This is an optimization exercise on Yosys and OpenROAD, whose aim is small area and a short achievable clock period, not a production implementation.
Function was checked by simulation only, so behaviour that the tests miss may differ from the original.
The clock port is modelled as an ideal driver, which makes a skipped or thinned clock tree look cheaper than it is; a real chip needs a root buffer or a tree.
Power and IR drop assume default switching activity.

Setup of 06-17:
==> flow/design.v <==
module Top_level(
    input clk, rst,
    output [31:0] imem_addr,
    input  [31:0] imem_data,
    output [31:0] dmem_addr,
    output [31:0] dmem_wdata,
    output dmem_we,
    output dmem_re,
    input  [31:0] dmem_rdata,
    output wb_en,
    output [3:0] wb_dest,
    output [31:0] wb_value
);
    reg  [31:0] pc;
    reg  [31:0] d_ins;          
    reg  [3:0]  d_s2;           
    reg  [31:0] e_a;            
    reg  [31:0] e_b;            
    reg         e_inv;          
    reg  [11:0] e_off;          
    reg         e_memc;         
    reg  [3:0]  e_cmd;          
    reg  [3:0]  e_cond;
    reg  [3:0]  e_dest;
    reg         e_wb, e_mr, e_mw, e_br, e_su, e_hz;
    reg  [31:0] m_alu, m_st;
    reg         m_wb, m_mr, m_mw, m_hz;
    reg  [3:0]  m_dest;
    reg         w_en;
    reg  [3:0]  w_dest;
    reg  [31:0] w_val;
    reg  [3:0]  status;         
    wire [31:0] wbv;            
    reg  [14:1] rf_v;           
    wire [3:0] f_s2 = (imem_data[27:26] == 2'b01 && !imem_data[20]) ?
                      imem_data[15:12] : imem_data[3:0];
    wire [3:0] cond = d_ins[31:28];
    wire [1:0] mode = d_ins[27:26];
    wire       ins_i = d_ins[25];
    wire [3:0] opc  = d_ins[24:21];
    wire       ins_s = d_ins[20];
    wire [3:0] rn   = d_ins[19:16];
    wire [3:0] rd   = d_ins[15:12];
    wire is_dp  = (mode == 2'b00);
    wire is_mem = (mode == 2'b01);
    wire is_br  = (mode == 2'b10);
    wire is_str = is_mem & ~ins_s;
    reg       c_wb, c_su, c_inv;
    reg [3:0] c_cmd;
    always @(*) begin
        c_wb  = 1'b0;
        c_su  = 1'b0;
        c_inv = 1'b0;
        c_cmd = 4'b1000;
        if (is_dp) begin
            case (opc)
                4'b1101: begin c_cmd = 4'b0000; c_wb = 1'b1; c_su = ins_s; end               
                4'b1111: begin c_cmd = 4'b0000; c_inv = 1'b1; c_wb = 1'b1; c_su = ins_s; end  
                4'b0100: begin c_cmd = 4'b1000; c_wb = 1'b1; c_su = ins_s; end               
                4'b0101: begin c_cmd = 4'b1001; c_wb = 1'b1; c_su = ins_s; end               
                4'b0010: begin c_cmd = 4'b1010; c_inv = 1'b1; c_wb = 1'b1; c_su = ins_s; end  
                4'b0110: begin c_cmd = 4'b1011; c_inv = 1'b1; c_wb = 1'b1; c_su = ins_s; end  
                4'b0000: begin c_cmd = 4'b0001; c_wb = 1'b1; c_su = ins_s; end               
                4'b1100: begin c_cmd = 4'b0010; c_wb = 1'b1; c_su = ins_s; end               
                4'b0001: begin c_cmd = 4'b0011; c_wb = 1'b1; c_su = ins_s; end               
                4'b1010: begin c_cmd = 4'b1010; c_inv = 1'b1; c_su = 1'b1; end               
                4'b1000: begin c_cmd = 4'b0001; c_su = 1'b1; end                             
                default: ;
            endcase
        end else if (is_mem) begin
            c_wb = ins_s;
        end
    end
    wire c_mr = is_mem & ins_s;
    wire c_mw = is_str;
    wire [3:0] src1 = rn;
    wire [3:0] src2 = d_s2;
    wire two_src = (is_dp & (opc != 4'b1101) & (opc != 4'b1111)) | is_str;
    wire        rf_we = m_wb & (m_dest != 4'd0) & (m_dest != 4'd15);
    wire [31:0] rfq [1:14];
    genvar g;
    generate
        for (g = 1; g < 15; g = g + 1) begin : R
            reg [31:0] q;
            always @(posedge clk)
                if (m_wb && m_dest == g)
                    q <= wbv;
            assign rfq[g] = q;
        end
    endgenerate
    function [31:0] rf_read;
        input [3:0] ad;
        reg   [31:0] acc;
        integer j;
        begin
            acc = 32'b0;
            for (j = 1; j < 15; j = j + 1)
                acc = acc | ({32{(ad == j) & rf_v[j]}} & rfq[j]);
            rf_read = acc | {28'b0, (ad != 4'd0 && ad != 4'd15 && !rf_v[ad]) ? ad : 4'b0};
        end
    endfunction
    wire [31:0] val_rn = rf_read(src1);
    wire [31:0] val_rm = rf_read(src2);
    wire       ucnst = (ins_i & ~is_mem) | is_br;
    wire [1:0] ty    = d_ins[6:5];
    wire [4:0] amt   = d_ins[11:7];
    wire [4:0] ramt  = (is_mem | is_br) ? 5'd0 : ins_i ? {d_ins[10:8], 2'b00} :
                       (ty == 2'b00) ? (5'd0 - amt) : amt;
    wire [31:0] rx   = is_br ? {{6{d_ins[23]}}, d_ins[23:0], 2'b00} :
                       ucnst ? {24'b0, d_ins[7:0]} : val_rm;
    wire [31:0] rot  = {rx, rx} >> ramt;
    reg  [31:0] keep;
    integer i;
    always @(*) begin
        for (i = 0; i < 32; i = i + 1) begin
            if (ucnst || is_mem || ty == 2'b11) keep[i] = 1'b1;
            else if (ty == 2'b00) keep[i] = (i >= amt);
            else keep[i] = (i + amt < 32);
        end
    end
    wire        fill  = ~ucnst & ~is_mem & (ty == 2'b10) & val_rm[31];
    wire [31:0] val2  = (rot & keep) | (~keep & {32{fill}});
    wire N = status[3], Z = status[2], C = status[1], V = status[0];
    reg cmet;
    always @(*) begin
        case (e_cond)
            4'b0000: cmet = Z;
            4'b0001: cmet = ~Z;
            4'b0010: cmet = C;
            4'b0011: cmet = ~C;
            4'b0100: cmet = N;
            4'b0101: cmet = ~N;
            4'b0110: cmet = V;
            4'b0111: cmet = ~V;
            4'b1000: cmet = C & ~Z;
            4'b1001: cmet = ~C | Z;
            4'b1010: cmet = (N == V);
            4'b1011: cmet = (N != V);
            4'b1100: cmet = ~Z & (N == V);
            4'b1101: cmet = Z | (N != V);
            4'b1110: cmet = 1'b1;
            default: cmet = 1'b0;
        endcase
    end
    wire x_wb = e_wb & cmet;
    wire x_mr = e_mr & cmet;
    wire x_mw = e_mw & cmet;
    wire x_br = e_br & cmet;
    wire x_su = e_su & cmet;
    wire        arith = e_cmd[3];
    wire        sub   = e_cmd[1];
    wire [31:0] a     = e_a;
    wire [31:0] b     = e_memc ? {20'b0, e_off} : e_inv ? ~e_b : e_b;
    wire        cin   = e_cmd[0] ? C : sub;
    wire [33:0] sum34 = {1'b0, a, 1'b1} + {1'b0, b, cin};
    wire [31:0] sum   = sum34[32:1];
    wire        cout  = sum34[33];
    wire [31:0] p     = a ^ b;
    wire [31:0] k     = {a[30:0] | b[30:0], cin};
    wire        zsum  = (p == k);
    reg  [31:0] lres;
    always @(*) begin
        case (e_cmd[1:0])
            2'b00:   lres = b;
            2'b01:   lres = a & b;
            2'b10:   lres = a | b;
            default: lres = p;
        endcase
    end
    wire [31:0] res = arith ? sum : lres;
    wire [3:0] flags = {res[31],
                        arith ? zsum : (lres == 32'b0),
                        arith & cout,
                        arith & (a[31] == b[31]) & (sum[31] != a[31])};
    wire exe_hit = (e_dest == src1) | ((e_dest == src2) & two_src);
    wire mem_hit = (m_dest == src1) | ((m_dest == src2) & two_src);
    wire hazard  = (e_hz & cmet & exe_hit) | (m_hz & mem_hit);
    wire bubble  = hazard | x_br;
    assign wbv = m_mr ? dmem_rdata : m_alu;
    always @(posedge clk or posedge rst) begin
        if (rst) begin
            pc     <= 32'b0;
            d_ins[31:26] <= 6'b0;
            d_ins[24:12] <= 13'b0;
            d_s2   <= 4'b0;
            e_wb <= 1'b0; e_mr <= 1'b0; e_mw <= 1'b0; e_br <= 1'b0; e_su <= 1'b0; e_hz <= 1'b0;
            m_wb <= 1'b0; m_mr <= 1'b0; m_mw <= 1'b0; m_hz <= 1'b0;
            w_en   <= 1'b0;
            status <= 4'b0;
            rf_v   <= 14'b0;
        end else begin
            if (x_br)
                pc <= sum;
            else if (~hazard)
                pc <= pc + 32'd1;
            if (x_br) begin
                d_ins[31:26] <= 6'b0;
                d_ins[24:12] <= 13'b0;
                d_s2  <= 4'b0;
            end else if (~hazard) begin
                d_ins[31:26] <= imem_data[31:26];
                d_ins[24:12] <= imem_data[24:12];
                d_s2  <= f_s2;
            end
            if (bubble) begin
                e_wb <= 1'b0; e_mr <= 1'b0; e_mw <= 1'b0; e_br <= 1'b0; e_su <= 1'b0; e_hz <= 1'b0;
            end else begin
                e_wb <= c_wb;
                e_mr <= c_mr;
                e_mw <= c_mw;
                e_br <= is_br;
                e_su <= c_su;
                e_hz <= c_wb & (c_mr | (rd != 4'd0));
            end
            m_wb <= x_wb;
            m_mr <= x_mr;
            m_mw <= x_mw;
            m_hz <= x_wb & (e_dest != 4'd0);
            w_en <= m_wb;
            if (x_su)
                status <= flags;
            if (rf_we)
                rf_v[m_dest] <= 1'b1;
        end
    end
    always @(posedge clk) begin
        if (~x_br & ~hazard) begin
            d_ins[25]   <= imem_data[25];
            d_ins[11:0] <= imem_data[11:0];
        end
        e_a    <= is_br ? pc : val_rn;
        e_b    <= val2;
        e_inv  <= c_inv;
        e_off  <= d_ins[11:0];
        e_memc <= is_mem;
        e_cmd  <= c_cmd;
        e_cond <= cond;
        e_dest <= rd;
        m_alu  <= res;
        m_st   <= e_b;
        m_dest <= e_dest;
        w_dest <= m_dest;
        w_val  <= wbv;
    end
    assign imem_addr  = pc;
    assign dmem_addr  = m_alu;
    assign dmem_wdata = m_st;
    assign dmem_we    = m_mw;
    assign dmem_re    = m_mr;
    assign wb_en      = w_en;
    assign wb_dest    = w_dest;
    assign wb_value   = w_val;
endmodule
Settings: LEC_CHECK=0, CAP_MARGIN=20, CORE_MARGIN=2, CORE_UTILIZATION=40, PLACE_DENSITY=0.6, SETUP_SLACK_MARGIN=0.5, SLEW_MARGIN=20; clock period 15.0 ns.
standard.sh (not shown) runs the stock make flow with config.mk's settings and CLKGATE_MAP_FILE= SYNTH_SCRIPT=/design/flow/synth_recipe.tcl, a recipe that flattens the netlist after the stock synthesis.
==> flow/flow/run.sh <==
#!/bin/bash
# Standard ORFS layout (the standard.sh, standard synthesis unchanged),
# with these changes:
#  * timing repair aims well below the clock period (setup margin 11.1 ns),
#    free to resize across cell footprints;
#  * 55% core utilisation and 0.75 placement density (shorter wires);
#  * port buffers start as buf_2, so they can be resized;
#  * clock tree: sink clusters of up to 22 flip-flops, no dummy loads, and
#    the H-tree's root buffer removed (flow/cts_hook.tcl), so the clock port
#    drives the tree's first 4 buffers directly.
# All make output goes to flow_make.log; each ORFS step keeps its own log
# under orfs/logs.
set -euo pipefail
bash standard.sh \
    SETUP_SLACK_MARGIN=11.1 \
    MATCH_CELL_FOOTPRINT=0 \
    CORE_UTILIZATION=55 \
    PLACE_DENSITY=0.75 \
    "BUFFER_PORTS_ARGS=-buffer_cell sky130_fd_sc_hd__buf_2" \
    "CTS_ARGS=-sink_clustering_enable -repair_clock_nets -dont_use_dummy_load -sink_clustering_size 22 -sink_clustering_max_diameter 100" \
    "PRE_CTS_TCL=$PWD/flow/cts_hook.tcl" \
    finish > flow_make.log 2>&1
==> flow/flow/cts_hook.tcl <==
proc drop_clock_root {} {
  set block [ord::get_db_block]
  set root [$block findInst clkbuf_0_clk]
  if {$root eq "NULL"} { puts "drop_clock_root: no root buffer"; return }
  set innet [[$root findITerm A] getNet]
  set outnet [[$root findITerm X] getNet]
  set loads {}
  foreach it [$outnet getITerms] { if {[$it getInst] ne $root} { lappend loads $it } }
  set bufs 1
  foreach it $loads {
    if {![string match "sky130_fd_sc_hd__clkbuf*" [[[$it getInst] getMaster] getName]]} { set bufs 0 }
  }
  if {[llength $loads] > 4 || !$bufs} {
    puts "drop_clock_root: root drives [llength $loads] pins, kept"
    return
  }
  foreach it $loads { $it disconnect; $it connect $innet }
  [$root findITerm A] disconnect
  [$root findITerm X] disconnect
  odb::dbInst_destroy $root
  odb::dbNet_destroy $outnet
  puts "drop_clock_root: clock port now drives [llength $loads] buffers"
}
rename clock_tree_synthesis my_cts_orig
proc clock_tree_synthesis {args} {
  my_cts_orig {*}$args
  drop_clock_root
}
06-17 has completed all stages; timing, DRC and antenna checks passed.
Changes in 11-24 relative to 06-17:
-- flow/flow/run.sh --
<<< 06-17, line 3
# with these changes:
#  * timing repair aims well below the clock period (setup margin 11.1 ns),
#    free to resize across cell footprints;
#  * 55% core utilisation and 0.75 placement density (shorter wires);
#  * port buffers start as buf_2, so they can be resized;
>>> 11-24, line 3
# with these changes:
#  * timing repair aims well below the clock period (setup margin 11 ns),
#    free to resize across cell footprints;
#  * port buffers start as buf_2, so they can be resized;
<<< 06-17, line 14
bash standard.sh \
    SETUP_SLACK_MARGIN=11.1 \
    MATCH_CELL_FOOTPRINT=0 \
    CORE_UTILIZATION=55 \
    PLACE_DENSITY=0.75 \
    "BUFFER_PORTS_ARGS=-buffer_cell sky130_fd_sc_hd__buf_2" \
>>> 11-24, line 13
bash standard.sh \
    SETUP_SLACK_MARGIN=11 \
    MATCH_CELL_FOOTPRINT=0 \
    "BUFFER_PORTS_ARGS=-buffer_cell sky130_fd_sc_hd__buf_2" \
==> comparison <==
The final layout from 11-24, which completed every stage, passed the timing, design-rule and antenna checks at the end of the flow. 11-24 ends up with a overall track demand over capacity in global routing that is 9.0 points lower than in 06-17. 06-17 and 11-24 ended up with roughly the same sequential cell area in the final layout. ~same final period utilization in 11-24 and 06-17. [compare] base=06-17 new=11-24: routed wire length on met3 went down; minimum clock period after layout moved up; combinational-cell power consumption now sits at about the same level; post-layout total power grew by 0.74%. The core of 11-24 is less densely filled than that of 06-17. 06-17 → 11-24: final cell count went up, fmax now smaller, residual overflow from global routing has remained practically unchanged.

==> afterwards: timing with drivers on the ports <==
How much do the figures lean on ideal ports? The routed layouts below were timed once more, with nothing changed but the port constraints.
Step 1 assumes that a clkbuf_16 drives the clock port and a buf_2 every other input.
Step 2 moves the port delays by t, midway between the first and last clock arrival at a register: inputs arrive t later, outputs are due t later. That takes back most of the time a late clock gives input paths.
a / b / c = ideal ports / drivers / drivers and shift; a / b = the first two.
run | t, ns | slack for setup (ns) | worst hold slack (ns) | pins driven straight from the clock port
06-17 | 0.527 | 10.962 / 10.831 / 10.761 | 0.376 / 0.376 / 0.376 | 4
11-24 | 0.532 | 10.942 / 10.815 / 10.816 | 0.372 / 0.372 / 0.372 | 4
After both steps setup and hold are still met in every run listed. The setup slack of 06-17, which loses most, moves by -0.131 ns with the drivers and by -0.201 ns with both steps.
